This design comes from an exercise in tuning for small area on the open sky130 flow, not from production work.
RTL that was checked went through simulation tests only; none was proved equivalent to the original.
Function not checked in runs 5 to 7: the RTL went through the layout flow alone.
Power and IR drop assume default switching activity.

==> flow/design.v <==
`timescale 1ns / 1ps
module muxer(
  input clock,
  input reset,
  input digits,           
  input dash63,           
  input [3:0] d0,
  input [3:0] d1,
  input [2:0] d2,
  input [3:0] d3,
  output a_m, b_m, c_m, d_m, e_m, f_m, g_m, dp_m,
  output [3:0] an_m
  );
reg [15:0] s;
reg [1:0] g;    
wire z = ~|s[14:0];
wire fb = s[15] ^ s[14] ^ s[12] ^ s[3] ^ z;
wire wrap = s[15] & z;
always @(posedge clock or posedge reset) begin
  if (reset) begin
    s <= 16'd0;
    g <= 2'd0;
  end else begin
    s <= {s[14:0], fb};
    g <= wrap ? {g[0], ~g[1]} : g;
  end
end
reg [3:0] v;
always @(*) begin
  if (digits)
    case (g)
      2'b00: v = d0;
      2'b01: v = d1;
      2'b11: v = {d2[2], ~d2[2], d2[1:0]};
      default: v = d3;
    endcase
  else if (dash63)
    case (g)
      2'b00: v = 4'd9;
      2'b01: v = 4'd12;
      2'b11: v = 4'd0;
      2'b10: v = 4'd0;
    endcase
  else
    case (g)
      2'b00: v = 4'd0;
      2'b01: v = 4'd5;
      2'b11: v = 4'd4;
      2'b10: v = 4'd0;
    endcase
end
reg [6:0] seg;
always @(*) begin
  case (v)
    4'd0: seg = 7'b0111111;
    4'd1: seg = 7'b0111111;
    4'd2: seg = 7'b0111111;
    4'd3: seg = 7'b0111111;
    4'd4: seg = 7'b0001001;
    4'd5: seg = 7'b1001111;
    4'd6: seg = 7'b1000000;
    4'd7: seg = 7'b1111001;
    4'd8: seg = 7'b0100100;
    4'd9: seg = 7'b0110000;
    4'd10: seg = 7'b0011001;
    4'd11: seg = 7'b0010010;
    4'd12: seg = 7'b0000010;
    4'd13: seg = 7'b1111000;
    4'd14: seg = 7'b0000000;
    4'd15: seg = 7'b0010000;
  endcase
end
assign {g_m, f_m, e_m, d_m, c_m, b_m, a_m} = seg;
assign an_m = {~(g[1] & ~g[0]), ~(g[1] & g[0]), ~(~g[1] & g[0]), ~(~g[1] & ~g[0])};
assign dp_m = ~g[0];
endmodule
`timescale 1ns / 1ps
module reaction_main(
  input clock, reset, start, stop, ave, ave2,
  output led,
  output [3:0] an,
  output a, b, c, d, e, f, g, dp
  );
reg dffstr1, dffstr2, dffstp1, dffstp2;
always @(posedge clock) begin
  dffstr1 <= start;
  dffstr2 <= dffstr1;
  dffstp1 <= stop;
  dffstp2 <= dffstp1;
end
wire db_start = ~dffstr1 & dffstr2;
wire db_stop  = ~dffstp1 & dffstp2;
reg q0, q1, q2;
reg [28:0] r;
localparam [28:0] TERM = 29'd500000000;
localparam [28:0] INIT = (TERM & 29'h1F000000) | (29'd6 << 20) | (29'd2 << 17)
                       | (29'd6 << 13) | (29'd6 << 9) | 29'd11;
localparam [28:0] SETM = INIT & ~(TERM + 29'd1);
localparam [28:0] CLRM = ~INIT & (TERM + 29'd1);
wire eq      = (r == TERM);
wire idle    = ~q0 & ~q1;
wire startng = q0 & ~q1;
wire run     = q1 & (q0 | ~q2);
wire shift   = idle & ~db_start;
wire load    = startng & eq;
wire [29:0] cy;
wire [7:0] gc;
assign gc[0] = startng | run;
genvar i, j;
generate for (j = 0; j < 8; j = j + 1) begin : grp
  if (j < 7) begin : skip
    assign gc[j+1] = gc[j] & (&r[4*j+3:4*j]);
  end
  assign cy[4*j] = gc[j];
  for (i = 4*j; i < 4*j+3 && i < 28; i = i + 1) begin : rip
    assign cy[i+1] = cy[i] & r[i];
  end
end endgenerate
assign cy[29] = cy[28] & r[28];
wire wt = q1 & cy[9];
wire w0 = q1 & cy[13];
wire w1 = q1 & cy[17];
wire w2 = q1 & cy[20];
wire w3 = q1 & cy[24];
wire [28:0] corr = {5'b0, 1'b0, w3, w3, 1'b0, 1'b0, w2, 1'b0,
                    1'b0, w1, w1, 1'b0, 1'b0, w0, w0, 1'b0,
                    5'b0, wt, 1'b0, wt, wt};
wire [28:0] inc = ((r ^ cy[28:0]) | corr | (SETM & {29{load}})) & ~(CLRM & {29{load}});
always @(posedge clock or posedge reset) begin
  if (reset) begin
    r  <= 29'hF;
    q0 <= 1'b0;
    q1 <= 1'b0;
    q2 <= 1'b0;
  end else begin
    r  <= shift ? {r[27:0], r[28] ^ r[26]} : inc;
    q0 <= ~q1 & (q0 | db_start);
    q1 <= q1 | (q0 & eq);
    q2 <= idle ? ave : (q1 ? (~q0 & (q2 | db_stop)) : q2);
  end
end
assign led = (q1 | (q0 & eq)) & ~db_stop;
muxer display (
  .clock(clock), .reset(reset),
  .digits(q1), .dash63(q0 ? q2 : ave),
  .d0(r[12:9]), .d1(r[16:13]), .d2(r[19:17]), .d3(r[23:20]),
  .a_m(a), .b_m(b), .c_m(c), .d_m(d), .e_m(e), .f_m(f), .g_m(g),
  .dp_m(dp), .an_m(an)
);
endmodule
==> flow/flow/run.sh <==
#!/bin/bash
# The standard layout (the standard.sh) with two changes:
#  - the port buffers are the smallest buffer cell (buf_1);
#  - clock tree synthesis adds no dummy loads.
# Each tool's output stays in the ORFS logs under orfs/logs; make's own
# output goes to standard.log.
set -e
echo 'export BUFFER_PORTS_ARGS = -buffer_cell sky130_fd_sc_hd__buf_1' >> config.mk
echo 'export CTS_ARGS = -sink_clustering_enable -repair_clock_nets -dont_use_dummy_load' >> config.mk
bash standard.sh > standard.log 2>&1
==> flow/standard.sh <==
#!/bin/bash
# synth_recipe.tcl (not shown) runs the flow's synth.tcl, then flattens the netlist and writes it again
# the make line also repeats each setting of config.mk as NAME=value (left out here)
make -C /OpenROAD-flow-scripts/flow DESIGN_CONFIG=/design/flow/config.mk WORK_HOME=/design/flow/orfs CLKGATE_MAP_FILE= SYNTH_SCRIPT=/design/flow/synth_recipe.tcl "${@:-finish}"
==> flow/config.mk <==
export PLATFORM = sky130hd
export DESIGN_NAME = reaction_main
export DESIGN_NICKNAME = reaction_main
export VERILOG_FILES = /design/flow/design.v
export SDC_FILE = /design/flow/constraint.sdc
export NUM_CORES = 4
export LEC_CHECK = 0
export CAP_MARGIN = 20
export CORE_MARGIN = 2
export CORE_UTILIZATION = 65
export SLEW_MARGIN = 20
export BUFFER_PORTS_ARGS = -buffer_cell sky130_fd_sc_hd__buf_1
export CTS_ARGS = -sink_clustering_enable -repair_clock_nets -dont_use_dummy_load
==> flow/constraint.sdc <==
create_clock -name core_clock -period 6.0 [get_ports {clock}]
set_input_delay 1.2000 -clock core_clock [delete_from_list [all_inputs] [get_ports {clock}]]
set_output_delay 1.2000 -clock core_clock [all_outputs]
set_load 0.01 [all_outputs]
==> metrics.md, run 1 <==
| Metric | Value |
|---|---|
| Clock Latency Late Sink | approximately 0.30 ns |
| Final hold viol count | 0 |
| H-tree levels | 2 |
| Reg2reg start | q1 |
| CTS tree | done |
| Seq pwr share | 56.8% |
| Lkg Pwr | 1.431 nW |
| Initial antenna violation count | 0 |
| Top layer reached by signal wires | met4 |
| Max Root-Sink Buffers | 2 |
| Clk pin slew, worst setup/hold paths | 0.09 ns |
| Pwr Density | 292.1 nW/µm² |
| Worst Path Required | between 4 and 5 ns |
| Dpl cells | 344 |
| Placed Area | just under 3000 µm² |
| Pin count of the biggest net entering global routing | 51 |
| Max incr delay on CP | 0.38 ns |
| Postcts setup bufs | 0 |
| Internal power | between 0.6 and 0.7 mW |
| CTS resizes | 0 |
| Placement Rows | 24 |
| CP most frequent cell | buf_1 |
| XOR/XNOR share of the synthesized area | 3.970% |
| Filler cells | 344 |
| # hold bufs at CTS | 0 |
| Nets | 326 |
| Startpoint types | input pin |
| Reg-to-reg endpoint | r[22] |
| Critical setup path kind | input pin to output port |
| Initial Utilization | 66.78% |
| 1st-iter DRT viols | 162 |
| Critical Path Sink Type | output port |
| Ant diodes | 0 |
| CP Max Fanout | 10 |
| Worst Setup EP | d |
| Commonest non-fill, non-tap cells in the layout | nand2_1, dfrtp_1, ha_1 |
| Port-buffer cells | 17 |
| Setup Total Neg Slack | 0 ns |
| DR WL met3 | 256 µm |
| Footprint of the multi-input gates | 1436 µm² |
| Fmax achieved | 0.2566 GHz |
| Total power | 0.8855 mW |
| Compound-Gate Fraction of Synth Area | 14.09% |
| Top cell family by delay on the critical path | compound AO/OA/AOI/OAI gates |
| Yosys warns | 2 |
| Top FF cell, synth | dfrtp_1 |
| Die X | 70.42 µm |
| Global-route wire length before repair | approximately 9900 µm |
| GRT Overall Usage | 25.40% |
| Grt total ovfl | 0 |
| Main combinational cell family by area after synthesis | simple AND/OR/NAND/NOR gates |
| Chip height | 70.42 µm |
| Placer Congestion | just over 0.8 |
| Final Cycle Share | about 65% |
| Residual DRC | 0 |
| Clock power frac | 20.1% |
| CP arrival | ~2.7 ns |
| Clock Tree Root | clkbuf_8 |
| CTS buffer count | 5 |
| Share of cells above drive strength 1 | 8.081% |
| Worst R2R Setup Slack | ~3.2 ns |
| Skew final | ~0.015 ns |
| Synth Area per Inst | 10.10 µm² |
| Combinational share of power | 23.1% |
| Simple logic cell fraction of the synthesized area | 19.85% |
| Vias post-DR | 2,131 |
| Final ANT Viol Nets | 0 |
| Total Routed Length | 5687 µm |
| Sink Count | 54 |
| Routed length on met2 | between 2000 and 3000 µm |
| Maxcap violations | 0 |
| Layout area overhead | 5.716% |
| Launch point of the worst path | ave |
| Number of global-route vias before repair | 2,074 |
| Hpwl dp | 4025 µm |
| Metal1 wirelength | 2697 µm |
| Cell Chain, Critical Path | buf_1 > mux2i_1 > or3_1 > a32oi_4 > nor3b_1 > a221o_1 > buf_1 |
| Final setup violation count | 0 |
| RSZ-0062 raised after global routing | false |
| Core Util, Final | 70.60% |
| Non-filler instance count after layout | 349 |
| # IOs | 19 |
| Critical Path Stages | 7 |
| Fin. max-slew vios | 0 |
| Tmin final | ~3.9 ns |
| 1st-pass router iterations | 4 |
| Register area | 1336 µm² |
| Synth Instances | 284 |
| Routed wire per std cell | 16.30 µm |
| Outcome | no timing/DRC/antenna violations |
| Multiplexer share of the synthesized area | 3.010% |
| Mapped Area | 2868 µm² |
| DR vias/cell | 6.106 |
| Synth async-reset ratio | 92.59% |
| Finished Cell Area | 3032 µm² |
| Post-synthesis sequential area ratio | 46.60% |
| Die footprint | 4959 µm² |
| Synthesized Nets | between 300 and 400 |
| Synth Register Bits | 54 |
| Netlist cell types | 59 |
| Relative slew slack | 44.09% |
| Worst r2r path cells | 10 |
| Core area | 4294 µm² |
| Hold/Removal Path Class | flop to flop |
| Most common cell after layout, fill and taps aside | nand2_1 |
| CP Buf/Inv Count | 2 |
| Slowest CP cell | or3_1 |
| Peak VDD IR | 0.0002407 V |
| Post-Synth Adder-Cell Area | 9.162% |
| Tightest Pin Transition | 0.8377 ns |
| Psw | about 0.28 mW |
| EDFF count, synth | 0 |
| Switching Share | 31.67% |
## sequential cells by signal, summed over array words and instances (netlist names)
| signal | flops |
|---|---|
| r | 29 |
| display.s | 16 |
| display.g | 2 |
| dffstp1 | 1 |
| dffstp2 | 1 |
| dffstr1 | 1 |
| dffstr2 | 1 |
| q0 | 1 |
| q1 | 1 |
| q2 | 1 |
## layer usage
metal  up-vias  GRT usage [%]
met1      1042          35.90
met2        47          40.04
met5         -              0
met4         0          8.761
met3         7          4.040
li1       1035              -
## Yosys cell counts, types with 5 or more instances
cell	number	area share, %
o21ai_1	5	0.87
xnor2_1	7	2.1
nor2_1	14	1.8
nand2b_1	7	1.5
o21ai_0	10	1.7
inv_1	10	1.3
clkbuf_1	7	0.92
nor4_1	5	1.1
nor2b_1	5	1.1
a21oi_1	17	3.0
xor2_1	6	1.8
nand4_1	6	1.3
a22o_1	5	1.5
ha_1	21	9.2
dfrtp_1	46	40
nand2_1	48	6.3
## area by class of cell
class / instances / share of cell area [%]
well taps: 52 / 2.146
repair buffers: 20 / 2.848
clock buffers: 5 / 2.270
inverters: 10 / 1.279
multi-input cells: 208 / 47.38
flip-flops and latches: 54 / 44.08
## per-stage QoR
stage,setup WS [ns],hold slack [ns]
after global routing,1.964,0.3649
after global placement,2.101,0.3336
after detailed placement,2.088,0.3447
after CTS,2.082,0.3593
after floorplan,2.428,0.3308
final,2.103,0.3562
## logic make-up after synthesis
group                    Yosys count
AO/OA/AOI/OAI                     58
XOR/XNOR                          13
adder cells (fa/ha/maj)           21
buffers and inverters             22
flip-flops                        54
multiplexers                       7
AND/OR/NAND/NOR                  109
## worst min path at each step
stage,start,to,slack (ns),cells after the start
CTS,dffstr1,dffstr2,0.36,0
finish,dffstr1,dffstr2,0.36,0
global route,dffstr1,dffstr2,0.36,0
detailed placement,dffstr1,dffstr2,0.34,0
global placement,dffstr1,dffstr2,0.33,0
floorplan,dffstr1,dffstr2,0.33,0
## power by group through the flow
stage	registers (mW)	clock network, mW	logic, mW
after CTS	0.501	0.183	0.207
after floorplan	0.483	0	0.167
final	0.503	0.178	0.205
after detailed placement	0.509	0	0.205
after global placement	0.506	0	0.196
after global routing	0.511	0.197	0.235
==> run 2, diff against run 1 <==
--- a/flow/config.mk
+++ b/flow/config.mk
@@ -7,7 +7,7 @@
 export LEC_CHECK = 0
 export CAP_MARGIN = 20
 export CORE_MARGIN = 2
-export CORE_UTILIZATION = 65
+export CORE_UTILIZATION = 40
 export SLEW_MARGIN = 20
 export BUFFER_PORTS_ARGS = -buffer_cell sky130_fd_sc_hd__buf_1
 export CTS_ARGS = -sink_clustering_enable -repair_clock_nets -dont_use_dummy_load
==> run 2 against run 1 <==
  * Total power increased by 0.49%
  * Area after synthesis unchanged
  * Clock skew increased by 0.011 ns
  * Synthesized cell count unchanged
  * Worst setup slack got worse by 0.034 ns
  * Critical path depth unchanged
  * Sequential cell count unchanged
  * Non-clock buffer count unchanged
  * Global-route usage decreased by 9.0 points
==> metrics.md, run 2 <==
| Metric | Value |
|---|---|
| CP arrival | 2.73 ns (+0.03 ns) |
| Critical Path Sink Type | output port |
| Chip height | 88.67 µm (+26%) |
| Mapped Area | 2868 µm² (unchanged) |
| Layout area overhead | 7.635% |
| Grt total ovfl | 0 (unchanged) |
| Nets | 326 (unchanged) |
| Port-buffer cells | 17 (unchanged) |
| Postcts setup bufs | 0 (unchanged) |
| Count leader, synth | nand2_1 |
| # hold bufs at CTS | 0 (unchanged) |
| Max reg flops | 29 (unchanged) |
| Met3 track demand over resource | 2.799% (-1.2 points) |
| Max Root-Sink Buffers | 2 (unchanged) |
| Vias post-DR | 2,101 (-1.4%) |
| Dpl cells | 388 (+13%) |
| Tightest Pin Transition | 0.8729 ns (+0.03518 ns) |
| Synth async-reset ratio | 92.59% (unchanged) |
| 1st-iter DRT viols | 118 (-27%) |
| Peak VDD IR | 0.00009364 V (-61%) |
| Ant diodes | 0 (unchanged) |
| Worst Path Required | 4.80 ns (about the same) |
| Met1 Use GR | 24.54% (-11 points) |
| Yosys warns | 2 (unchanged) |
| Filler cells | 665 (+93%) |
| EDFF count, synth | 0 (unchanged) |
| Ranking of synthesized cells by area | dfrtp_1, ha_1, nand2_1 |
| Clk pin slew, worst setup/hold paths | 0.08 ns (about the same) |
| 1st-pass router iterations | 4 (unchanged) |
| Netlist cell types | 59 (unchanged) |
| Maxcap violations | 0 (unchanged) |
| Register area | 1336 µm² (unchanged) |
| Worst Setup EP | b |
| Pin count of the biggest net entering global routing | 51 (unchanged) |
| Fmax achieved | 0.2544 GHz (-0.85%) |
| Most common cell after layout, fill and taps aside | nand2_1 |
| Hold/Removal Path Class | flop to flop |
| Number of global-route vias before repair | 2,011 (-3.0%) |
| Post-synth top area share | 40.14% (unchanged) |
| Placer Congestion | 0.7727 (-5.9%) |
| Startpoint types | input pin |
| Critical setup path kind | input pin to output port |
| Initial Utilization | 41.75% (-25 points) |
| Relative slew slack | 41.74% (-2.3 points) |
| Final ANT Viol Nets | 0 (unchanged) |
| Footprint of the multi-input gates | 1436 µm² (unchanged) |
| GRT Overall Usage | 16.42% (-9.0 points) |
| Synthesized Nets | 311 (unchanged) |
| Sink Count | 54 (unchanged) |
| Clock Latency Late Sink | 0.31 ns (about the same) |
| Most flops, register | r |
| Setup Total Neg Slack | 0 ns (unchanged) |
| Worst R2R Setup Slack | 3.32 ns (+0.11 ns) |
| Share of cells above drive strength 1 | 8.081% (unchanged) |
| Placement Rows | 30 (+25%) |
| Lkg Pwr | 1.431 nW (unchanged) |
| Post-synthesis sequential area ratio | 46.60% (unchanged) |
| GR Layer Usage met2 | 24.76% (-15 points) |
| Total Routed Length | 5872 µm (+3.3%) |
| Synth Area per Inst | 10.10 µm² (unchanged) |
| Outcome | no timing/DRC/antenna violations |
| Core area | 6869 µm² (+60%) |
| Launch point of the worst path | ave |
| Commonest non-fill, non-tap cells in the layout | nand2_1, dfrtp_1, ha_1 |
| Die X | 88.67 µm (+26%) |
| Hpwl dp | 4094 µm (+1.7%) |
| Clock Tree Root | clkbuf_8 |
| Global-route wire length before repair | 10,020 µm (+1.3%) |
| CTS tree | done |
| Final hold viol count | 0 (unchanged) |
| Residual DRC | 0 (unchanged) |
| CTS resizes | 0 (unchanged) |
| Tmin final | 3.930 ns (+0.03357 ns) |
| Routed wire per std cell | 14.94 µm (-8.3%) |
| Skew final | 0.02626 ns (+0.01130 ns) |
| Largest regs | r (29), display.s (16), display.g (2) |
| Final Cycle Share | 65.50% (+0.56 points) |
| Reg-to-reg endpoint | r[22] |
| CP Max Fanout | 10 (unchanged) |
| CTS buffer count | 5 (unchanged) |
| Core Util, Final | 44.94% (-26 points) |
| Fin. max-slew vios | 0 (unchanged) |
| Worst r2r path cells | 10 (unchanged) |
| Synth Register Bits | 54 (unchanged) |
| H-tree levels | 2 (unchanged) |
| Final setup violation count | 0 (unchanged) |
| Reg2reg start | q1 |
| DR vias/cell | 5.346 (-12%) |
| Area leader, netlist | dfrtp_1 |
| Top FF cell, synth | dfrtp_1 |
| Top Usage Layer GRT | met2 |
| Initial antenna violation count | 0 (unchanged) |
| Non-filler instance count after layout | 393 (+13%) |
| Most instantiated cells after synthesis | nand2_1, dfrtp_1, ha_1 |
| RSZ-0062 raised after global routing | false |
| Synth Instances | 284 (unchanged) |
| # IOs | 19 (unchanged) |
| Die footprint | 7862 µm² (+59%) |
| Pwr Density | 288.3 nW/µm² (-1.3%) |
[run 2: worst min path at each step]
stage	start	depth (start not counted)	to
after floorplan	dffstr1	0	dffstr2
after CTS	dffstr1	0	dffstr2
after global placement	dffstp1	0	dffstp2
final	dffstr1	0	dffstr2
after global routing	dffstr1	0	dffstr2
after detailed placement	dffstr1	0	dffstr2
[run 2: area by class of cell]
cell class	instances	area share, %
clock buffers	5	2.229
inverters	10	1.257
multi-input cells	208	46.53
flip-flops and latches	54	43.29
well taps	96	3.891
repair buffers	20	2.797
[run 2: logic make-up (layout without fill, tap and decap cells)]
family,count (synthesis),after routing,synth area share [%]
compound gates,58,58,14.09
xor+xnor,13,13,3.970
fa+ha+maj,21,21,9.162
buf+inv,22,35,3.316
flops,54,54,46.60
mux,7,7,3.010
simple gates,109,109,19.85
[run 2: worst max-delay path: stages]
cell      delay, ns
buf_1          0.10
mux2i_1        0.14
or3_1          0.38
a32oi_4        0.39
nor2_1         0.13
a211oi_2       0.22
buf_1          0.17
[run 2: per-stage QoR]
stage          worst slack, ns  cell area (µm²)  power (mW)  hold WS [ns]
4_1_cts                  2.037             3085      0.8983        0.3585
3_5_place_dp             2.052             3017      0.7112        0.3427
5_1_grt                  1.934             3087      0.9538        0.3684
3_3_place_gp             2.061             3017      0.7021        0.3402
2_1_floorplan            2.428             2868      0.6505        0.3308
6_report                 2.070             3087      0.8898        0.3549
[run 2: routing by layer]
layer / vias to the layer above / part of all wire, %
met3: 7 / 3.8
met5: - / 0
met2: 39 / 45
met4: 0 / 1.0
li1: 1034 / -
met1: 1021 / 50
[run 2: power breakdown]
group	leakage (nW)	total, mW	internal (mW)	switching (mW)
clock	0.0359	0.188	0.0758	0.112
sequential	0.657	0.501	0.429	0.0722
combinational	0.739	0.201	0.0998	0.102
total	1.43	0.890	0.604	0.286
==> run 3, diff against run 2 <==
==> flow/flow/run.sh (replaced) <==
#!/bin/bash
# The standard layout (the standard.sh) with three changes:
#  - after floorplanning, each combinational cell that synthesis sized up is
#    swapped for the smallest cell of its family (flow/downsize.tcl); the
#    placement and CTS repair steps size up again where timing needs it;
#  - the port buffers are the smallest buffer cell (buf_1);
#  - clock tree synthesis adds no dummy loads.
# Each tool's output stays in the ORFS logs under orfs/logs; make's own
# output goes to standard.log.
set -e
echo "export POST_FLOORPLAN_TCL = $PWD/flow/downsize.tcl" >> config.mk
echo 'export BUFFER_PORTS_ARGS = -buffer_cell sky130_fd_sc_hd__buf_1' >> config.mk
echo 'export CTS_ARGS = -sink_clustering_enable -repair_clock_nets -dont_use_dummy_load' >> config.mk
bash standard.sh > standard.log 2>&1
==> flow/flow/downsize.tcl (new file) <==
# Swap each combinational standard cell for the smallest cell of its family
# (same function and pins, another drive strength).  Registers, clock
# cells, tie cells and physical cells keep theirs.  Later repair steps
# upsize again where timing, slew or capacitance need it.
proc ds_dont_use { name } {
  foreach pat $::env(DONT_USE_CELLS) {
    if { [string match $pat $name] } { return 1 }
  }
  return 0
}
set ds_db [ord::get_db]
set ds_count 0
set ds_saved 0
foreach ds_inst [[ord::get_db_block] getInsts] {
  set ds_master [$ds_inst getMaster]
  set ds_name [$ds_master getName]
  if { ![regexp {^(sky130_fd_sc_hd__)([a-z0-9]+)_([0-9]+)$} $ds_name -> ds_pfx ds_base ds_drv] } { continue }
  if { [regexp {^(df|edf|sdf|sedf|dl|tap|fill|decap|conb|clk|lpflow|probe|diode)} $ds_base] } { continue }
  set ds_best $ds_master
  foreach ds_d {0 1 2 3 4 6 8 12 16} {
    set ds_cand [$ds_db findMaster "${ds_pfx}${ds_base}_${ds_d}"]
    if { $ds_cand == "NULL" || $ds_cand == "" } { continue }
    if { [ds_dont_use [$ds_cand getName]] } { continue }
    if { [$ds_cand getWidth] < [$ds_best getWidth] } { set ds_best $ds_cand }
  }
  if { $ds_best != $ds_master } {
    set ds_saved [expr { $ds_saved + [$ds_master getWidth] - [$ds_best getWidth] }]
    $ds_inst swapMaster $ds_best
    incr ds_count
  }
}
puts "downsize: swapped $ds_count cells, width saved [expr { $ds_saved / 1000.0 }] um"
--- a/flow/config.mk
+++ b/flow/config.mk
@@ -8,6 +8,8 @@
 export CAP_MARGIN = 20
 export CORE_MARGIN = 2
 export CORE_UTILIZATION = 40
+export GPL_TIMING_DRIVEN = 0
 export SLEW_MARGIN = 20
+export POST_FLOORPLAN_TCL = /design/flow/flow/downsize.tcl
 export BUFFER_PORTS_ARGS = -buffer_cell sky130_fd_sc_hd__buf_1
 export CTS_ARGS = -sink_clustering_enable -repair_clock_nets -dont_use_dummy_load
==> run 3 against run 2 <==
  * Still clean
  * Clock-buffer cell count is the same
  * Non-clock buffer count grew 10
  * Synthesized cell count is the same
  * Sequential cell count is the same
  * Largest cell class unchanged
  * Highest routed layer unchanged
==> metrics.md, run 3 <==
| Metric | Value |
|---|---|
| DR vias/cell | 5.303 (-0.81%) |
| Postcts setup bufs | 0 (unchanged) |
| Nets | 336 (+3.1%) |
| Mapped Area | 2868 µm² (unchanged) |
| Synth Register Bits | 54 (unchanged) |
| Residual DRC | 0 (unchanged) |
| EDFF count, synth | 0 (unchanged) |
| Outcome | no timing/DRC/antenna violations |
| Final ANT Viol Nets | 0 (unchanged) |
| Clk pin slew, worst setup/hold paths | 0.10 ns (+0.02 ns) |
| Sink Count | 54 (unchanged) |
| Startpoint types | input pin |
| Final setup violation count | 0 (unchanged) |
| Critical setup path kind | input pin to output port |
| Critical Path Sink Type | output port |
| Tmin final | 4.241 ns (+0.3110 ns) |
| Placer Congestion | 0.8590 (+11%) |
| 1st-iter DRT viols | 88 (-25%) |
| Reg-to-reg endpoint | r[10] |
| Peak VDD IR | 0.0001058 V (+13%) |
| Core area | 6869 µm² (unchanged) |
| Total Routed Length | 6148 µm (+4.7%) |
| Place WS | 1.766 ns (-0.2860 ns) |
| Synthesized Nets | 311 (unchanged) |
| Fin. max-slew vios | 0 (unchanged) |
| Hold-critical path depth | 0 (unchanged) |
| Worst setup margin | 1.759 ns (-0.3110 ns) |
| Synth Area per Inst | 10.10 µm² (unchanged) |
| Pin count of the biggest net entering global routing | 28 (-45%) |
| Pwr Density | 286.9 nW/µm² (-0.49%) |
| CP arrival | 3.04 ns (+0.31 ns) |
| Area leader, netlist | dfrtp_1 |
| Die X | 88.67 µm (unchanged) |
| Cell Chain, Critical Path | buf_1 > mux2i_1 > or3_1 > a32oi_1 > nor2_1 > a211oi_1 > buf_1 |
| Hold-critical path endpoint | dffstp2 |
| Grt total ovfl | 0 (unchanged) |
| Chip height | 88.67 µm (unchanged) |
| Core Util, Final | 44.55% (-0.38 points) |
| Reg2reg start | q1 |
| Top Usage Layer GRT | met2 |
| Placed Area | 2992 µm² (-0.83%) |
| Routed wire per std cell | 15.26 µm (+2.1%) |
| Hold/Removal Path Class | flop to flop |
| Worst r2r path cells | 11 (+1) |
| Tightest Pin Transition | 0.9780 ns (+0.1051 ns) |
| Clock Latency Late Sink | 0.31 ns (about the same) |
| CP Max Fanout | 10 (unchanged) |
| Relative slew slack | 34.20% (-7.5 points) |
| Worst Path Required | 4.80 ns (about the same) |
| Largest regs | r (29), display.s (16), display.g (2) |
| CTS buffer count | 5 (unchanged) |
| Ant diodes | 0 (unchanged) |
| Share of cells above drive strength 1 | 4.560% (-3.5 points) |
| Synth Instances | 284 (unchanged) |
| Netlist cell types | 59 (unchanged) |
| Number of global-route vias before repair | 2,102 (+4.5%) |
| # IOs | 19 (unchanged) |
| Top FF cell, synth | dfrtp_1 |
| 1st-pass router iterations | 4 (unchanged) |
| Ranking of synthesized cells by area | dfrtp_1, ha_1, nand2_1 |
| Lkg Pwr | 1.397 nW (-2.4%) |
| Setup Total Neg Slack | 0 ns (unchanged) |
| Most common cell after layout, fill and taps aside | nand2_1 |
| Finished Cell Area | 3060 µm² (-0.85%) |
| Worst R2R Setup Slack | 2.88 ns (-0.44 ns) |
| CTS tree | done |
| Post-synth top area share | 40.14% (unchanged) |
| Met3 track demand over resource | 2.612% (-0.19 points) |
| Initial antenna violation count | 0 (unchanged) |
| Commonest non-fill, non-tap cells in the layout | nand2_1, dfrtp_1, buf_1 |
| Hold Startpoint | dffstp1 |
| Layout area overhead | 6.719% |
| Most instantiated cells after synthesis | nand2_1, dfrtp_1, ha_1 |
| GR Layer Usage met2 | 26.19% (+1.4 points) |
| Final Cycle Share | 70.69% (+5.2 points) |
| Min Hold Slack | 0.3597 ns (+0.004779 ns) |
| Placement Rows | 30 (unchanged) |
| RSZ-0062 raised after global routing | false |
| Final hold viol count | 0 (unchanged) |
| Most flops, register | r |
| Skew final | 0.02075 ns (-0.005513 ns) |
| Max reg flops | 29 (unchanged) |
| Max Root-Sink Buffers | 2 (unchanged) |
| # hold bufs at CTS | 0 (unchanged) |
| Global-route wire length before repair | 10,440 µm (+4.2%) |
| Clock Tree Root | clkbuf_8 |
| Vias post-DR | 2,137 (+1.7%) |
| Met1 Use GR | 24.94% (+0.40 points) |
| Fmax achieved | 0.2358 GHz (-7.3%) |
| Yosys warns | 2 (unchanged) |
| Max incr delay on CP | 0.64 ns (+0.25 ns) |
| GRT Overall Usage | 17.43% (+1.0 points) |
| H-tree levels | 2 (unchanged) |
| Count leader, synth | nand2_1 |
| Port-buffer cells | 17 (unchanged) |
| Slowest CP cell | a32oi_1 |
| CTS resizes | 0 (unchanged) |
| Initial Utilization | 41.75% (unchanged) |
| Post-synthesis sequential area ratio | 46.60% (unchanged) |
| Maxcap violations | 0 (unchanged) |
| Synth async-reset ratio | 92.59% (unchanged) |
| CP most frequent cell | buf_1 |
| Hpwl dp | 4492 µm (+9.7%) |
| Die footprint | 7862 µm² (unchanged) |
run 3: cell counts after synthesis:
Identical to the previous run, type by type.
run 3: report_power, final:
group	leakage [nW]	internal [mW]	switching (mW)
combinational	0.704	0.0963	0.100
clock	0.0359	0.0756	0.107
sequential	0.657	0.429	0.0697
run 3: kinds of logic (layout without fill, tap and decap cells):
group | Yosys count | count (layout) | share of synthesized area, %
muxes | 7 | 7 | 3.010
adders and majority gates | 21 | 21 | 9.162
buffers and inverters | 22 | 45 | 3.316
AOI/OAI and AO/OA | 58 | 58 | 14.09
xor gates and xnor gates | 13 | 13 | 3.970
DFF | 54 | 54 | 46.60
and+or+nand+nor | 109 | 109 | 19.85
run 3: critical path, delay by kind of cell:
| kind | cells | cell delay (ns) |
|---|---|---|
| mux | 1 | 0.14 |
| compound gates | 2 | 0.93 |
| buf+inv | 2 | 0.28 |
| simple gates | 2 | 0.49 |
run 3: layout make-up:
type | instances | area (µm²)
plain buffers | 12 | 45.04
clock buffers | 5 | 68.82
fillers | 686 | 3809
inverters | 10 | 37.54
multi-input cells | 208 | 1369
flip-flops and latches | 54 | 1336
well taps | 96 | 120.1
repair buffers | 18 | 83.83
run 3: metrics by stage:
step	std cells	power (mW)
2_1_floorplan	284	0.6505
3_3_place_gp	397	0.6936
3_5_place_dp	398	0.7017
4_1_cts	403	0.8858
5_1_grt	403	0.9409
6_report	403	0.8780
run 3: how the worst max path moves through the flow:
| stage | slack [ns] | depth (start not counted) | start | end |
|---|---|---|---|---|
| 2_1_floorplan | 2.43 | 5 | ave | b |
| 3_3_place_gp | 1.80 | 7 | ave | b |
| 3_5_place_dp | 1.77 | 7 | ave | b |
| 4_1_cts | 1.76 | 7 | ave | b |
| 5_1_grt | 1.53 | 7 | ave | b |
| 6_report | 1.76 | 7 | ave | b |
run 3: metal layers:
layer  share of wire (%)  routed length [µm]  up-vias
li1                    -                   -     1061
met1                  50                3061     1017
met2                  44                2730       50
met3                 3.7                 230        9
met4                 2.0                 126        0
met5                   0                   0        -
==> run 4, diff against run 3 <==
--- a/flow/config.mk
+++ b/flow/config.mk
@@ -8,7 +8,6 @@
 export CAP_MARGIN = 20
 export CORE_MARGIN = 2
 export CORE_UTILIZATION = 40
-export GPL_TIMING_DRIVEN = 0
 export SLEW_MARGIN = 20
 export POST_FLOORPLAN_TCL = /design/flow/flow/downsize.tcl
 export BUFFER_PORTS_ARGS = -buffer_cell sky130_fd_sc_hd__buf_1
==> run 4 against run 3 <==
  * Still clean
  * First-iteration DRC count is 77% higher
  * Sequential cell count stayed put
  * Cell count is 2.2% lower
  * Hold slack worse by 0.0038 ns
  * Clock-buffer cell count stayed put
  * Die area stayed put
  * Clock power hardly changed
  * Total power is 0.78% lower
  * Via count is 3.4% lower
  * Critical endpoint unchanged
  * Highest routed layer unchanged
==> metrics.md, run 4 <==
| Metric | Value |
|---|---|
| Initial antenna violation count | 0 (unchanged) |
| Switching Share | 31.23% (-0.38 points) |
| CP Max Fanout | 10 (unchanged) |
| Critical Path Sink Type | output port |
| Hold/Removal Path Class | flop to flop |
| Top FF cell, synth | dfrtp_1 |
| Core area | 6869 µm² (unchanged) |
| GRT Overall Usage | 16.05% (-1.4 points) |
| Max incr delay on CP | 0.65 ns (about the same) |
| Setup Total Neg Slack | 0 ns (unchanged) |
| Min Hold Slack | 0.3559 ns (-0.003831 ns) |
| Die footprint | 7862 µm² (unchanged) |
| Residual DRC | 0 (unchanged) |
| Simple logic cell fraction of the synthesized area | 19.85% (unchanged) |
| Hold Startpoint | dffstp1 |
| CTS resizes | 0 (unchanged) |
| Synth Register Bits | 54 (unchanged) |
| Lkg Pwr | 1.395 nW (-0.15%) |
| Most flops, register | r |
| CP Buf/Inv Count | 2 (unchanged) |
| Launch point of the worst path | ave |
| Grt total ovfl | 0 (unchanged) |
| Post-Synth Adder-Cell Area | 9.162% (unchanged) |
| Sink Count | 54 (unchanged) |
| Top cell family by delay on the critical path | compound AO/OA/AOI/OAI gates |
| Main combinational cell family by area after synthesis | simple AND/OR/NAND/NOR gates |
| Psw | 0.2720 mW (-2.0%) |
| CTS buffer count | 5 (unchanged) |
| Yosys warns | 2 (unchanged) |
| Pwr Density | 287.8 nW/µm² (+0.33%) |
| Synth Area per Inst | 10.10 µm² (unchanged) |
| Post-synthesis sequential area ratio | 46.60% (unchanged) |
| Post-synth top area share | 40.14% (unchanged) |
| Number of global-route vias before repair | 1,936 (-7.9%) |
| Skew final | 0.02076 ns (+0.00001540 ns) |
| Commonest non-fill, non-tap cells in the layout | nand2_1, dfrtp_1, ha_1 |
| Synth async-reset ratio | 92.59% (unchanged) |
| Clk pin slew, worst setup/hold paths | 0.10 ns (about the same) |
| # IOs | 19 (unchanged) |
| 1st-pass router iterations | 4 (unchanged) |
| Port-buffer cells | 17 (unchanged) |
| Most instantiated cells after synthesis | nand2_1, dfrtp_1, ha_1 |
| Area leader, netlist | dfrtp_1 |
| CP most frequent cell | buf_1 |
| H-tree levels | 2 (unchanged) |
| Peak VDD IR | 0.00009167 V (-13%) |
| Initial Utilization | 41.75% (unchanged) |
| Placer Congestion | 0.7884 (-8.2%) |
| Nets | 327 (-2.7%) |
| Vias post-DR | 2,064 (-3.4%) |
| Max reg flops | 29 (unchanged) |
| Cell Chain, Critical Path | buf_1 > mux2i_1 > or3_1 > a32oi_1 > nor2_1 > a211oi_1 > buf_1 |
| Synthesized Nets | 311 (unchanged) |
| Tmin final | 4.256 ns (+0.01465 ns) |
| Fin. max-slew vios | 0 (unchanged) |
| Hpwl dp | 3881 µm (-14%) |
| Combinational share of power | 22.2% (-0.2 points) |
| Ranking of synthesized cells by area | dfrtp_1, ha_1, nand2_1 |
| Most common cell after layout, fill and taps aside | nand2_1 |
| Compound-Gate Fraction of Synth Area | 14.09% (unchanged) |
| DR vias/cell | 5.239 (-1.2%) |
| Relative slew slack | 41.62% (+7.4 points) |
| Final hold viol count | 0 (unchanged) |
| XOR/XNOR share of the synthesized area | 3.970% (unchanged) |
| Count leader, synth | nand2_1 |
| Share of cells above drive strength 1 | 5.705% (+1.1 points) |
| Multiplexer share of the synthesized area | 3.010% (unchanged) |
| 1st-iter DRT viols | 156 (+77%) |
| RSZ-0062 raised after global routing | false |
| Worst Path Required | 4.80 ns (about the same) |
| Maxcap violations | 0 (unchanged) |
| Clock power frac | 20.9% (about the same) |
| Synth Instances | 284 (unchanged) |
| Routed wire per std cell | 14.24 µm (-6.7%) |
| Pin count of the biggest net entering global routing | 51 (+82%) |
| Seq pwr share | 57.0% (+0.3 points) |
| Largest regs | r (29), display.s (16), display.g (2) |
| Critical setup path kind | input pin to output port |
| # hold bufs at CTS | 0 (unchanged) |
| Clock Tree Root | clkbuf_8 |
| Total Routed Length | 5609 µm (-8.8%) |
| Netlist cell types | 59 (unchanged) |
| CP arrival | 3.06 ns (+0.02 ns) |
| Mapped Area | 2868 µm² (unchanged) |
| Final setup violation count | 0 (unchanged) |
| Internal power | 0.5991 mW (-0.23%) |
| Die X | 88.67 µm (unchanged) |
| Slowest CP cell | a32oi_1 |
| Tightest Pin Transition | 0.8748 ns (-0.1032 ns) |
| Clock Latency Late Sink | 0.31 ns (about the same) |
| Ant diodes | 0 (unchanged) |
| Chip height | 88.67 µm (unchanged) |
| Max Root-Sink Buffers | 2 (unchanged) |
| CTS tree | done |
| Startpoint types | input pin |
| Final Cycle Share | 70.93% (+0.24 points) |
| Postcts setup bufs | 0 (unchanged) |
| Placement Rows | 30 (unchanged) |
| Fmax achieved | 0.2350 GHz (-0.34%) |
| Reg2reg start | q1 |
| Final ANT Viol Nets | 0 (unchanged) |
| EDFF count, synth | 0 (unchanged) |
| Outcome | no timing/DRC/antenna violations |
| Layout area overhead | 5.541% |
| Global-route wire length before repair | 9804 µm (-6.1%) |
## run 4: area by class of cell
class	instances	area [µm²]
fillers	685	3842
multi-input cells	208	1369
flip-flops and latches	54	1336
well taps	96	120.1
repair buffers	21	93.84
clock buffers	5	68.82
inverters	10	38.79
## run 4: final timing paths
check | to | slack (ns) | depth (start not counted)
worst max-delay path | b | 1.74 | 7
worst min-delay path | dffstp2 | 0.36 | 0
worst max register to register | r[22] | 3.08 | 10
worst min register to register | dffstp2 | 0.36 | 0
max in group asynchronous | r[7] | 4.45 | 2
min in group asynchronous | q2 | 1.03 | 2
## run 4: through the flow
| step | setup WS (ns) | cell area, µm² | instances | util [%] | power (mW) |
|---|---|---|---|---|---|
| 2_1_floorplan | 2.428 | 2868 | 284 | - | 0.6505 |
| 6_report | 1.744 | 3027 | 394 | 44.06 | 0.8711 |
| 3_3_place_gp | 1.820 | 2957 | 389 | 43.04 | 0.6914 |
| 4_1_cts | 1.739 | 3025 | 394 | 44.04 | 0.8805 |
| 5_1_grt | 1.572 | 3027 | 394 | 44.06 | 0.9352 |
| 3_5_place_dp | 1.746 | 2957 | 389 | 43.04 | 0.6977 |
## run 4: power by group through the flow
| stage | clock network [mW] | registers, mW | logic [mW] |
|---|---|---|---|
| 2_1_floorplan | 0 | 0.483 | 0.167 |
| 3_3_place_gp | 0 | 0.504 | 0.188 |
| 3_5_place_dp | 0 | 0.504 | 0.194 |
| 4_1_cts | 0.189 | 0.496 | 0.195 |
| 5_1_grt | 0.206 | 0.507 | 0.222 |
| 6_report | 0.182 | 0.496 | 0.193 |
## run 4: kinds of logic (layout without fill, tap and decap cells)
logic type / count (synthesis) / in the layout
buf+inv: 22 / 36
compound gates: 58 / 58
xor+xnor: 13 / 13
simple gates: 109 / 109
flops: 54 / 54
mux: 7 / 7
fa+ha+maj: 21 / 21
## run 4: routing by layer
metal / track usage, % / vias to the layer above / wire length, µm
met2: 21.85 / 30 / 2340
met3: 2.799 / 5 / 132
li1: - / 1043 / -
met4: 5.785 / 0 / 89
met5: 0 / - / 0
met1: 25.18 / 986 / 3046
==> run 5, diff against run 4 <==
--- a/flow/design.v
+++ b/flow/design.v
@@ -11,42 +11,30 @@
   output a_m, b_m, c_m, d_m, e_m, f_m, g_m, dp_m,
   output [3:0] an_m
   );
-reg [15:0] s;
-reg [1:0] g;    
-wire z = ~|s[14:0];
-wire fb = s[15] ^ s[14] ^ s[12] ^ s[3] ^ z;
-wire wrap = s[15] & z;
+reg [14:0] s;
+reg b;
+reg [1:0] g;
+wire z = ~|s[13:0];
+wire fb = s[14] ^ s[13] ^ z;
+wire wrap = s[14] & z;      
 always @(posedge clock or posedge reset) begin
   if (reset) begin
-    s <= 16'd0;
+    s <= 15'd0;
+    b <= 1'b0;
     g <= 2'd0;
   end else begin
-    s <= {s[14:0], fb};
-    g <= wrap ? {g[0], ~g[1]} : g;
+    s <= {s[13:0], fb};
+    b <= b ^ wrap;
+    g <= (wrap & b) ? {g[0], ~g[1]} : g;
   end
 end
 reg [3:0] v;
 always @(*) begin
-  if (digits)
     case (g)
       2'b00: v = d0;
       2'b01: v = d1;
       2'b11: v = {d2[2], ~d2[2], d2[1:0]};
       default: v = d3;
-    endcase
-  else if (dash63)
-    case (g)
-      2'b00: v = 4'd9;
-      2'b01: v = 4'd12;
-      2'b11: v = 4'd0;
-      2'b10: v = 4'd0;
-    endcase
-  else
-    case (g)
-      2'b00: v = 4'd0;
-      2'b01: v = 4'd5;
-      2'b11: v = 4'd4;
-      2'b10: v = 4'd0;
     endcase
 end
 reg [6:0] seg;
@@ -56,8 +44,8 @@
     4'd1: seg = 7'b0111111;
     4'd2: seg = 7'b0111111;
     4'd3: seg = 7'b0111111;
-    4'd4: seg = 7'b0001001;
-    4'd5: seg = 7'b1001111;
+    4'd4: seg = 7'b0111111;
+    4'd5: seg = 7'b0111111;
     4'd6: seg = 7'b1000000;
     4'd7: seg = 7'b1111001;
     4'd8: seg = 7'b0100100;
@@ -70,7 +58,24 @@
     4'd15: seg = 7'b0010000;
   endcase
 end
-assign {g_m, f_m, e_m, d_m, c_m, b_m, a_m} = seg;
+reg [6:0] sp;
+always @(*) begin
+  if (dash63)
+    case (g)
+      2'b00: sp = 7'b0110000;
+      2'b01: sp = 7'b0000010;
+      2'b11: sp = 7'b0111111;
+      2'b10: sp = 7'b0111111;
+    endcase
+  else
+    case (g)
+      2'b00: sp = 7'b0111111;
+      2'b01: sp = 7'b1001111;
+      2'b11: sp = 7'b0001001;
+      2'b10: sp = 7'b0111111;
+    endcase
+end
+assign {g_m, f_m, e_m, d_m, c_m, b_m, a_m} = digits ? seg : sp;
 assign an_m = {~(g[1] & ~g[0]), ~(g[1] & g[0]), ~(~g[1] & g[0]), ~(~g[1] & ~g[0])};
 assign dp_m = ~g[0];
 endmodule
==> run 5 against run 4 <==
  * Die area down 1.4%
  * Via count up 0.24%
  * Clock-buffer cell count unchanged
  * Sequential cell count unchanged
  * Area after synthesis down 1.5%
  * Fmax up 19%
  * Wire length unchanged
  * Sequential power about the same
  * Core utilization up 0.26 points
  * Clock power about the same
==> metrics.md, run 5 <==
| Metric | Value |
|---|---|
| Outcome | no timing/DRC/antenna violations |
| Top FF cell, synth | dfrtp_1 |
| Die footprint | 7748 µm² (-1.4%) |
| Nets | 324 (-0.92%) |
| Ranking of synthesized cells by area | dfrtp_1, ha_1, nand2_1 |
| Worst Setup EP | a |
| Placed Area | 2958 µm² (about the same) |
| Hold/Removal Path Class | flop to flop |
| Yosys warns | 2 (unchanged) |
| Area leader, netlist | dfrtp_1 |
| Placement Rows | 30 (unchanged) |
| Combinational share of power | 21.8% (-0.4 points) |
| Setup Total Neg Slack | 0 ns (unchanged) |
| Final Cycle Share | 59.56% (-11 points) |
| Launch point of the worst path | display.g[1] |
| Pin count of the biggest net entering global routing | 51 (unchanged) |
| Residual DRC | 0 (unchanged) |
| RSZ-0062 raised after global routing | false |
| Max reg flops | 29 (unchanged) |
| Internal power | 0.5951 mW (-0.66%) |
| Final ANT Viol Nets | 0 (unchanged) |
| Lkg Pwr | 1.410 nW (+1.1%) |
| Dpl cells | 385 (-1.0%) |
| Tmin final | 3.574 ns (-0.6821 ns) |
| Critical setup path kind | flop to output port |
| Core area | 6832 µm² (-0.55%) |
| Ant diodes | 0 (unchanged) |
| Commonest non-fill, non-tap cells in the layout | dfrtp_1, nand2_1, nor2_1 |
| Filler cells | 691 (+0.88%) |
| Synthesized Nets | 308 (-0.96%) |
| Global-route wire length before repair | 9687 µm (-1.2%) |
| 1st-iter DRT viols | 95 (-39%) |
| Vias post-DR | 2,069 (+0.24%) |
| Post-synthesis sequential area ratio | 47.32% (+0.72 points) |
| Maxcap violations | 0 (unchanged) |
| Worst setup margin | 2.426 ns (+0.6821 ns) |
| Placer Congestion | 0.7995 (+1.4%) |
| Max incr delay on CP | 0.70 ns (+0.05 ns) |
| Netlist cell types | 43 (-27%) |
| Top Usage Layer GRT | met2 |
| Switching Share | 30.97% (-0.25 points) |
| Core Util, Final | 44.32% (+0.26 points) |
| 1st-pass router iterations | 4 (unchanged) |
| Total Routed Length | 5609 µm (unchanged) |
| Most instantiated cells after synthesis | dfrtp_1, nand2_1, nor2_1 |
| Skew final | 0.01689 ns (-0.003873 ns) |
| Clk pin slew, worst setup/hold paths | 0.09 ns (about the same) |
| Psw | 0.2670 mW (-1.8%) |
| EDFF count, synth | 0 (unchanged) |
| Peak VDD IR | 0.0001252 V (+37%) |
| Non-filler instance count after layout | 390 (-1.0%) |
| Most common cell after layout, fill and taps aside | dfrtp_1 |
| GR Layer Usage met2 | 25.14% (+3.3 points) |
| Count leader, synth | dfrtp_1 |
| Hold-critical path depth | 0 (unchanged) |
| CP Max Fanout | 12 (+2) |
| CTS tree | done |
| Place WS | 2.478 ns (+0.7320 ns) |
| Critical Path Sink Type | output port |
| Max Root-Sink Buffers | 2 (unchanged) |
| Finished Cell Area | 3028 µm² (about the same) |
| Initial Utilization | 41.34% (-0.41 points) |
| Cell Chain, Critical Path | mux4_2 > nand2_1 > mux2_1 > a21oi_1 > buf_1 |
| Final setup violation count | 0 (unchanged) |
| Synth Register Bits | 54 (unchanged) |
| GRT Overall Usage | 16.13% (+0.080 points) |
| DR vias/cell | 5.305 (+1.3%) |
| Met1 Use GR | 23.09% (-2.1 points) |
| Number of global-route vias before repair | 1,954 (+0.93%) |
| Reg-to-reg endpoint | r[18] |
| Share of cells above drive strength 1 | 8.503% (+2.8 points) |
| CTS resizes | 0 (unchanged) |
| Seq pwr share | 57.2% (+0.2 points) |
| Worst Path Required | 4.80 ns (about the same) |
| Clock power frac | 21.0% (about the same) |
| Clock Tree Root | clkbuf_8 |
| Post-synth top area share | 40.76% (+0.62 points) |
| Port-buffer cells | 17 (unchanged) |
| Startpoint types | flop |
| Tightest Pin Transition | 0.8596 ns (-0.01515 ns) |
| Fmax achieved | 0.2798 GHz (+19%) |
| Worst R2R Setup Slack | 3.24 ns (+0.16 ns) |
| CP arrival | 2.37 ns (-0.69 ns) |
| Postcts setup bufs | 0 (unchanged) |
| # IOs | 19 (unchanged) |
| Grt total ovfl | 0 (unchanged) |
| Reg2reg start | q1 |
| Sink Count | 54 (unchanged) |
| Synth Area per Inst | 10.09 µm² (-0.12%) |
| Initial antenna violation count | 0 (unchanged) |
| Largest regs | r (29), display.s (15), display.g (2) |
| Worst r2r path cells | 10 (unchanged) |
| Fin. max-slew vios | 0 (unchanged) |
| Slowest CP cell | mux4_2 |
| Synth async-reset ratio | 92.59% (unchanged) |
| Final hold viol count | 0 (unchanged) |
| Mapped Area | 2824 µm² (-1.5%) |
| Relative slew slack | 42.69% (+1.1 points) |
| Layout area overhead | 7.222% |
| H-tree levels | 2 (unchanged) |
| Die X | 88.03 µm (-0.73%) |
| Chip height | 88.03 µm (-0.73%) |
| Synth Instances | 280 (-1.4%) |
| Hpwl dp | 3923 µm (+1.1%) |
| # hold bufs at CTS | 0 (unchanged) |
| CTS buffer count | 5 (unchanged) |
| Met3 track demand over resource | 2.828% (+0.029 points) |
| Clock Latency Late Sink | 0.31 ns (about the same) |
| Pwr Density | 284.7 nW/µm² (-1.1%) |
| Most flops, register | r |
| Routed wire per std cell | 14.38 µm (+1.0%) |
[run 5: layout make-up]
class	count	area, µm²	area share (%)
clock buffers	5	68.82	2.273
inverters	10	38.79	1.281
multi-input cells	204	1370	45.25
flip-flops and latches	54	1336	44.13
well taps	96	120.1	3.967
repair buffers	21	93.84	3.099
[run 5: power groups by stage]
stage / clock network [mW] / logic [mW] / registers (mW)
2_1_floorplan: 0 / 0.158 / 0.479
3_3_place_gp: 0 / 0.185 / 0.500
3_5_place_dp: 0 / 0.190 / 0.500
4_1_cts: 0.191 / 0.192 / 0.493
5_1_grt: 0.204 / 0.223 / 0.501
6_report: 0.181 / 0.188 / 0.493
[run 5: how the worst min path moves through the flow]
| stage | slack [ns] | from | to |
|---|---|---|---|
| 4_1_cts | 0.36 | dffstp1 | dffstp2 |
| 6_report | 0.35 | dffstr1 | dffstr2 |
| 3_5_place_dp | 0.34 | dffstp1 | dffstp2 |
| 3_3_place_gp | 0.33 | dffstp1 | dffstp2 |
| 2_1_floorplan | 0.32 | dffstp1 | dffstp2 |
| 5_1_grt | 0.36 | dffstp1 | dffstp2 |
[run 5: kinds of logic (layout without fill, tap and decap cells)]
group | Yosys count | in the layout | share of synthesized area (%)
XOR/XNOR | 10 | 10 | 3.101
adder cells (fa/ha/maj) | 22 | 22 | 9.747
flip-flops | 54 | 54 | 47.32
multiplexers | 11 | 11 | 5.849
AND/OR/NAND/NOR | 112 | 112 | 19.98
buffers and inverters | 22 | 36 | 3.101
AO/OA/AOI/OAI | 49 | 49 | 10.90
[run 5: through the flow]
| stage | hold WS (ns) | power, mW |
|---|---|---|
| after detailed placement | 0.3359 | 0.6902 |
| after floorplan | 0.3226 | 0.6372 |
| final | 0.3538 | 0.8622 |
| after global routing | 0.3627 | 0.9279 |
| after global placement | 0.3323 | 0.6847 |
| after CTS | 0.3559 | 0.8750 |
[run 5: metal layers]
metal / wire [µm] / vias to the layer above / part of all wire, %
li1: - / 1022 / -
met1: 2852 / 1015 / 51
met2: 2570 / 27 / 46
met3: 132 / 5 / 2.4
met4: 54 / 0 / 0.96
met5: 0 / - / 0
[run 5: critical path, delay by kind of cell (launching register included)]
kind	cells	cell delay (ns)
AOI/OAI and AO/OA	1	0.15
DFF	1	0.61
and+or+nand+nor	1	0.14
buffers and inverters	1	0.16
muxes	2	1.02
==> run 6, diff against run 5 <==
--- a/flow/design.v
+++ b/flow/design.v
@@ -109,19 +109,11 @@
 wire shift   = idle & ~db_start;
 wire load    = startng & eq;
 wire [29:0] cy;
-wire [7:0] gc;
-assign gc[0] = startng | run;
-genvar i, j;
-generate for (j = 0; j < 8; j = j + 1) begin : grp
-  if (j < 7) begin : skip
-    assign gc[j+1] = gc[j] & (&r[4*j+3:4*j]);
-  end
-  assign cy[4*j] = gc[j];
-  for (i = 4*j; i < 4*j+3 && i < 28; i = i + 1) begin : rip
-    assign cy[i+1] = cy[i] & r[i];
-  end
+assign cy[0] = startng | run;
+genvar i;
+generate for (i = 0; i < 29; i = i + 1) begin : chain
+  assign cy[i+1] = cy[i] & r[i];
 end endgenerate
-assign cy[29] = cy[28] & r[28];
 wire wt = q1 & cy[9];
 wire w0 = q1 & cy[13];
 wire w1 = q1 & cy[17];
==> run 6 against run 5 <==
  * Still clean on timing, DRC and antenna
  * Area after synthesis decreased by 2.2%
  * Critical endpoint is now r[28]
  * Global-route usage shrank 1.2 points
  * Die area down 2.1%
  * Largest cell class is now sequential cells
==> metrics.md, run 6 <==
| Metric | Value |
|---|---|
| Outcome | no timing/DRC/antenna violations |
| Pwr Density | 277.2 nW/µm² (-2.7%) |
| # IOs | 19 (unchanged) |
| Global-route wire length before repair | 8825 µm (-8.9%) |
| Placement Rows | 30 (unchanged) |
| 1st-iter DRT viols | 99 (+4.2%) |
| Lkg Pwr | 1.412 nW (+0.15%) |
| Tmin final | 5.790 ns (+2.216 ns) |
| Critical Path Sink Type | flop |
| Ant diodes | 0 (unchanged) |
| Final ANT Viol Nets | 0 (unchanged) |
| Routed wire per std cell | 14.58 µm (+1.4%) |
| Synth Instances | 261 (-6.8%) |
| Footprint of the multi-input gates | 1336 µm² (-2.5%) |
| Clock power frac | 21.4% (+0.4 points) |
| Post-Synth Adder-Cell Area | 13.54% (+3.8 points) |
| Grt total ovfl | 0 (unchanged) |
| Die footprint | 7587 µm² (-2.1%) |
| CP most frequent cell | ha_2 |
| Non-filler instance count after layout | 363 (-6.9%) |
| Total power | 0.8368 mW (-2.9%) |
| Largest regs | r (29), display.s (15), display.g (2) |
| Initial antenna violation count | 0 (unchanged) |
| Worst Path Required | 6.17 ns (+1.37 ns) |
| Seq pwr share | 57.5% (+0.3 points) |
| Die X | 87.11 µm (-1.0%) |
| Top FF cell, synth | dfrtp_1 |
| Psw | 0.2498 mW (-6.4%) |
| Hpwl dp | 3564 µm (-9.1%) |
| Max incr delay on CP | 0.39 ns (-0.31 ns) |
| Most flops, register | r |
| Slowest CP cell | dfrtp_1 |
| Worst setup margin | 0.2102 ns (-2.216 ns) |
| Max Root-Sink Buffers | 2 (unchanged) |
| Mapped Area | 2763 µm² (-2.2%) |
| Layout area overhead | 9.285% |
| Most instantiated cells after synthesis | nand2_1, dfrtp_1, ha_1 |
| Post-synthesis sequential area ratio | 48.37% (+1.1 points) |
| XOR/XNOR share of the synthesized area | 1.268% (-1.8 points) |
| Core Util, Final | 44.69% (+0.36 points) |
| Share of cells above drive strength 1 | 16.96% (+8.5 points) |
| Count leader, synth | nand2_1 |
| Ranking of synthesized cells by area | dfrtp_1, ha_1, nand2_1 |
| Startpoint types | flop |
| Switching Share | 29.86% (-1.1 points) |
| Final hold viol count | 0 (unchanged) |
| Relative slew slack | 37.07% (-5.6 points) |
| H-tree levels | 2 (unchanged) |
| CTS tree | done |
| Synth Area per Inst | 10.58 µm² (+5.0%) |
| Sink Count | 54 (unchanged) |
| Maxcap violations | 0 (unchanged) |
| Compound-Gate Fraction of Synth Area | 9.013% (-1.9 points) |
| CP Buf/Inv Count | 0 (-1) |
| Critical setup path kind | flop to flop |
| EDFF count, synth | 0 (unchanged) |
| CTS buffer count | 5 (unchanged) |
| Hold/Removal Path Class | flop to flop |
| Most common cell after layout, fill and taps aside | nand2_1 |
| Tightest Pin Transition | 0.9439 ns (+0.08430 ns) |
| Pin count of the biggest net entering global routing | 51 (unchanged) |
| Clock Latency Late Sink | 0.30 ns (about the same) |
| 1st-pass router iterations | 4 (unchanged) |
| Clock Tree Root | clkbuf_8 |
| Port-buffer cells | 17 (unchanged) |
| DR vias/cell | 5.344 (+0.74%) |
| Synthesized Nets | 296 (-3.9%) |
| Post-synth top area share | 41.67% (+0.90 points) |
| Final Cycle Share | 96.50% (+37 points) |
| Filler cells | 642 (-7.1%) |
| Dpl cells | 356 (-7.5%) |
| Initial Utilization | 40.89% (-0.45 points) |
| Residual DRC | 0 (unchanged) |
| Fin. max-slew vios | 0 (unchanged) |
| Top cell family by delay on the critical path | adder cells |
| Vias post-DR | 1,940 (-6.2%) |
| Netlist cell types | 46 (+7.0%) |
| Clk pin slew, worst setup/hold paths | 0.09 ns (about the same) |
| Max reg flops | 29 (unchanged) |
| Nets | 320 (-1.2%) |
| Core area | 6756 µm² (-1.1%) |
| Commonest non-fill, non-tap cells in the layout | nand2_1, dfrtp_1, a21oi_1 |
| Synth async-reset ratio | 92.59% (unchanged) |
| Area leader, netlist | dfrtp_1 |
| Peak VDD IR | 0.0001156 V (-7.6%) |
| Synth Register Bits | 54 (unchanged) |
| Internal power | 0.5870 mW (-1.4%) |
| Fmax achieved | 0.1727 GHz (-38%) |
| CP Max Fanout | 2 (-10) |
| Final setup violation count | 0 (unchanged) |
| GRT Overall Usage | 14.94% (-1.2 points) |
| Chip height | 87.11 µm (-1.0%) |
| Register area | 1336 µm² (unchanged) |
| Simple logic cell fraction of the synthesized area | 18.30% (-1.7 points) |
| CP arrival | 5.96 ns (+3.59 ns) |
| Total Routed Length | 5293 µm (-5.6%) |
| Yosys warns | 2 (unchanged) |
| Main combinational cell family by area after synthesis | simple AND/OR/NAND/NOR gates |
| Number of global-route vias before repair | 1,783 (-8.8%) |
| Place WS | -0.08830 ns (-2.566 ns) |
| Combinational share of power | 21.0% (-0.8 points) |
| Skew final | 0.02159 ns (+0.004699 ns) |
| Placer Congestion | 0.8294 (+3.7%) |
| Multiplexer share of the synthesized area | 5.299% (-0.55 points) |
-- run 6: area by class of cell --
type                            instances  area share [%]
Tap cell                               80           3.315
Clock buffer                            5           2.279
Timing Repair Buffer                   29           5.097
Inverter                                6          0.7874
Sequential cell                        54           44.26
Multi-Input combinational cell        189           44.26
-- run 6: final timing paths --
kind / startpoint / to / slack [ns] / cells after the start
min reg2reg: dffstp1 / dffstp2 / 0.35 / 0
min: dffstp1 / dffstp2 / 0.35 / 0
max: q0 / r[28] / 0.21 / 31
max in group asynchronous: reset / r[24] / 4.45 / 2
max reg2reg: q0 / r[28] / 0.21 / 31
min in group asynchronous: reset / r[25] / 1.03 / 2
-- run 6: cell families after synthesis --
logic type,count (synthesis)
compound gates,39
xor+xnor,4
fa+ha+maj,30
buf+inv,18
flops,54
mux,9
simple gates,107
-- run 6: power by group through the flow --
stage	registers (mW)	logic (mW)	clock network (mW)
5_1_grt	0.487	0.208	0.203
2_1_floorplan	0.466	0.142	0
6_report	0.481	0.176	0.179
4_1_cts	0.478	0.176	0.190
3_5_place_dp	0.484	0.173	0
3_3_place_gp	0.483	0.165	0
-- run 6: metrics by stage --
step	cell area [µm²]	TNS [ns]	hold slack, ns
after floorplan	2763	0	0.3226
after global placement	2875	-0.1578	0.3290
after detailed placement	2875	-0.1452	0.3332
after CTS	2968	0	0.3526
after global routing	3019	-0.02750	0.3549
final	3019	0	0.3497
-- run 6: repair_timing --
action | in CTS | in global routing
cloned | 0 | 0
setup buffers | 0 | 2
pin swaps | 1 | 1
setup endpoints to repair | 2 | 3
endpoints found under the hold margin | 0 | 0
resized for setup | 10 | 10
hold buffers | 0 | 0
-- run 6: per-layer routing --
layer	track usage (%)	vias to the layer above	part of all wire, %
met5	0	-	0
met4	4.476	0	0.91
met3	3.318	4	4.2
met2	22.69	50	46
met1	21.48	936	49
li1	-	950	-
==> run 7, diff against run 6 <==
--- a/flow/design.v
+++ b/flow/design.v
@@ -108,12 +108,21 @@
 wire run     = q1 & (q0 | ~q2);
 wire shift   = idle & ~db_start;
 wire load    = startng & eq;
+localparam G = 8;
 wire [29:0] cy;
-assign cy[0] = startng | run;
-genvar i;
-generate for (i = 0; i < 29; i = i + 1) begin : chain
-  assign cy[i+1] = cy[i] & r[i];
+wire [3:0] gc;
+assign gc[0] = startng | run;
+genvar i, j;
+generate for (j = 0; j < 4; j = j + 1) begin : grp
+  if (j < 3) begin : skip
+    assign gc[j+1] = gc[j] & (&r[G*j+G-1:G*j]);
+  end
+  assign cy[G*j] = gc[j];
+  for (i = G*j; i < G*j+G-1 && i < 28; i = i + 1) begin : rip
+    assign cy[i+1] = cy[i] & r[i];
+  end
 end endgenerate
+assign cy[29] = cy[28] & r[28];
 wire wt = q1 & cy[9];
 wire w0 = q1 & cy[13];
 wire w1 = q1 & cy[17];
==> run 7 against run 6 <==
  * Wire length up 6.5%
  * Sequential share of layout area up 1.2 points
  * Total power grew 1.5%
==> metrics.md, run 7 <==
| Metric | Value |
|---|---|
| Outcome | no timing/DRC/antenna violations |
| Final Cycle Share | 60.35% (-36 points) |
| # IOs | 19 (unchanged) |
| Worst Path Required | 4.80 ns (-1.37 ns) |
| Register area | 1336 µm² (unchanged) |
| Count leader, synth | nand2_1 |
| Synth async-reset ratio | 92.59% (unchanged) |
| Synth Instances | 269 (+3.1%) |
| Max incr delay on CP | 0.66 ns (+0.27 ns) |
| Final hold viol count | 0 (unchanged) |
| 1st-iter DRT viols | 155 (+57%) |
| Most instantiated cells after synthesis | nand2_1, dfrtp_1, ha_1 |
| Setup Total Neg Slack | 0 ns (unchanged) |
| Pwr Density | 289.2 nW/µm² (+4.3%) |
| Final setup violation count | 0 (unchanged) |
| CTS buffer count | 5 (unchanged) |
| Worst setup margin | 2.379 ns (+2.169 ns) |
| Synth Register Bits | 54 (unchanged) |
| DR vias/cell | 5.266 (-1.5%) |
| Max reg flops | 29 (unchanged) |
| Top FF cell, synth | dfrtp_1 |
| Fmax achieved | 0.2762 GHz (+60%) |
| Combinational share of power | 20.2% (-0.8 points) |
| Place WS | 2.577 ns (+2.665 ns) |
| Skew final | 0.01664 ns (-0.004945 ns) |
| Synthesized Nets | 301 (+1.7%) |
| Layout area overhead | 4.730% |
| Netlist cell types | 48 (+4.3%) |
| Routed wire per std cell | 14.99 µm (+2.8%) |
| Relative slew slack | 34.71% (-2.4 points) |
| Reg2reg start | q1 |
| Placer Congestion | 0.8196 (-1.2%) |
| 1st-pass router iterations | 4 (unchanged) |
| Finished Cell Area | 2937 µm² (-2.7%) |
| Ranking of synthesized cells by area | dfrtp_1, ha_1, nand2_1 |
| Port-buffer cells | 17 (unchanged) |
| Core area | 6794 µm² (+0.56%) |
| Critical setup path kind | flop to output port |
| Die X | 87.73 µm (+0.71%) |
| Pin count of the biggest net entering global routing | 51 (unchanged) |
| Fin. max-slew vios | 0 (unchanged) |
| Commonest non-fill, non-tap cells in the layout | nand2_1, dfrtp_1, ha_1 |
| Launch point of the worst path | display.g[0] |
| Tightest Pin Transition | 0.9793 ns (+0.03538 ns) |
| Tmin final | 3.621 ns (-2.169 ns) |
| CTS tree | done |
| Initial Utilization | 41.27% (+0.38 points) |
| Yosys warns | 2 (unchanged) |
| Total Routed Length | 5635 µm (+6.5%) |
| Psw | 0.2647 mW (+5.9%) |
| Chip height | 87.73 µm (+0.71%) |
| Clock Tree Root | clkbuf_8 |
| Global-route wire length before repair | 9390 µm (+6.4%) |
| Grt total ovfl | 0 (unchanged) |
| Residual DRC | 0 (unchanged) |
| Vias post-DR | 1,980 (+2.1%) |
| Core Util, Final | 43.22% (-1.5 points) |
| Hold Startpoint | dffstr1 |
| Lkg Pwr | 1.386 nW (-1.9%) |
| Top cell family by delay on the critical path | multiplexers |
| CP Max Fanout | 11 (+9) |
| Maxcap violations | 0 (unchanged) |
| Clk pin slew, worst setup/hold paths | 0.10 ns (about the same) |
| CP Buf/Inv Count | 1 (+1) |
| Sink Count | 54 (unchanged) |
| EDFF count, synth | 0 (unchanged) |
| Placed Area | 2867 µm² (-0.30%) |
| Ant diodes | 0 (unchanged) |
| Filler cells | 656 (+2.2%) |
| Hpwl dp | 3756 µm (+5.4%) |
| Critical Path Sink Type | output port |
==> run 7: cells by family (layout without fill, tap and decap cells) <==
group,count (synthesis),in the layout,share of synthesized area [%]
mux,9,9,5.221
compound gates,40,40,9.148
flops,54,54,47.66
buf+inv,22,33,4.507
simple gates,110,110,19.28
xor+xnor,7,7,2.187
fa+ha+maj,27,27,12.00
==> run 7: worst paths after layout <==
path                                     end  cells past startpoint  slack (ns)
worst max-delay path                       f                      5        2.38
worst min-delay path                 dffstr2                      0        0.36
worst min register to register       dffstr2                      0        0.36
worst max register to register         r[22]                     12        2.53
max in group asynchronous       display.s[0]                      2        4.44
min in group asynchronous              r[14]                      2        1.03
==> run 7: worst register-to-register path: cells and delay by family (launching register included) <==
family | cells | cell delay (ns)
flops | 1 | 0.90
fa+ha+maj | 7 | 1.18
simple gates | 3 | 0.52
compound gates | 2 | 0.75
==> run 7: area by class of cell <==
class | instances | area share, %
Inverter | 10 | 1.321
Tap cell | 96 | 4.090
Sequential cell | 54 | 45.50
Clock buffer | 5 | 2.343
Multi-Input combinational cell | 193 | 44.31
Timing Repair Buffer | 18 | 2.429
==> run 7: routing by layer <==
metal / GRT usage [%] / vias up / share of wire (%) / routed length (µm)
li1: - / 960 / - / -
met1: 21.81 / 977 / 49 / 2789
met2: 25.00 / 34 / 46 / 2583
met3: 3.205 / 9 / 3.2 / 183
met4: 4.755 / 0 / 1.4 / 79
met5: 0 / - / 0 / 0
==> run 7: power groups by stage <==
stage | clock network (mW) | logic (mW) | registers (mW)
floorplan | 0 | 0.147 | 0.474
global placement | 0 | 0.167 | 0.496
detailed placement | 0 | 0.173 | 0.498
CTS | 0.192 | 0.174 | 0.491
global route | 0.202 | 0.201 | 0.502
finish | 0.186 | 0.171 | 0.492
==> run 7: per-stage QoR <==
step	hold WS, ns	total power, mW	instances
after CTS	0.3588	0.8570	376
after global routing	0.3618	0.9048	376
after global placement	0.3378	0.6637	371
final	0.3566	0.8492	376
after floorplan	0.3314	0.6205	269
after detailed placement	0.3415	0.6714	371

[port drivers added, routing unchanged]
How much do the figures lean on ideal ports? The routed layouts below were timed once more, with nothing changed but the port constraints.
Step 1 sets driving cells, clkbuf_16 on the clock port and buf_2 on the other inputs (assumed; they add their load-dependent delay and slew).
Step 2, shift: input delay + t, output delay - t, t = (earliest + latest rising clock arrival at the registers) / 2. This alone moves slack from input paths to output paths.
Three values: ideal ports, drivers, drivers and shift; two values: the first two.
run	shift t [ns]	setup slack, ns
run 1	0.323	2.103 / 2.079 / 2.079
run 2	0.331	2.070 / 2.047 / 2.047
run 3	0.333	1.759 / 1.737 / 1.737
run 4	0.329	1.744 / 1.723 / 1.723
run 5	0.325	2.426 / 2.398 / 2.455
run 6	0.322	0.210 / 0.210 / 0.210
run 7	0.332	2.379 / 2.349 / 2.523
After both steps every run listed still meets setup and hold.
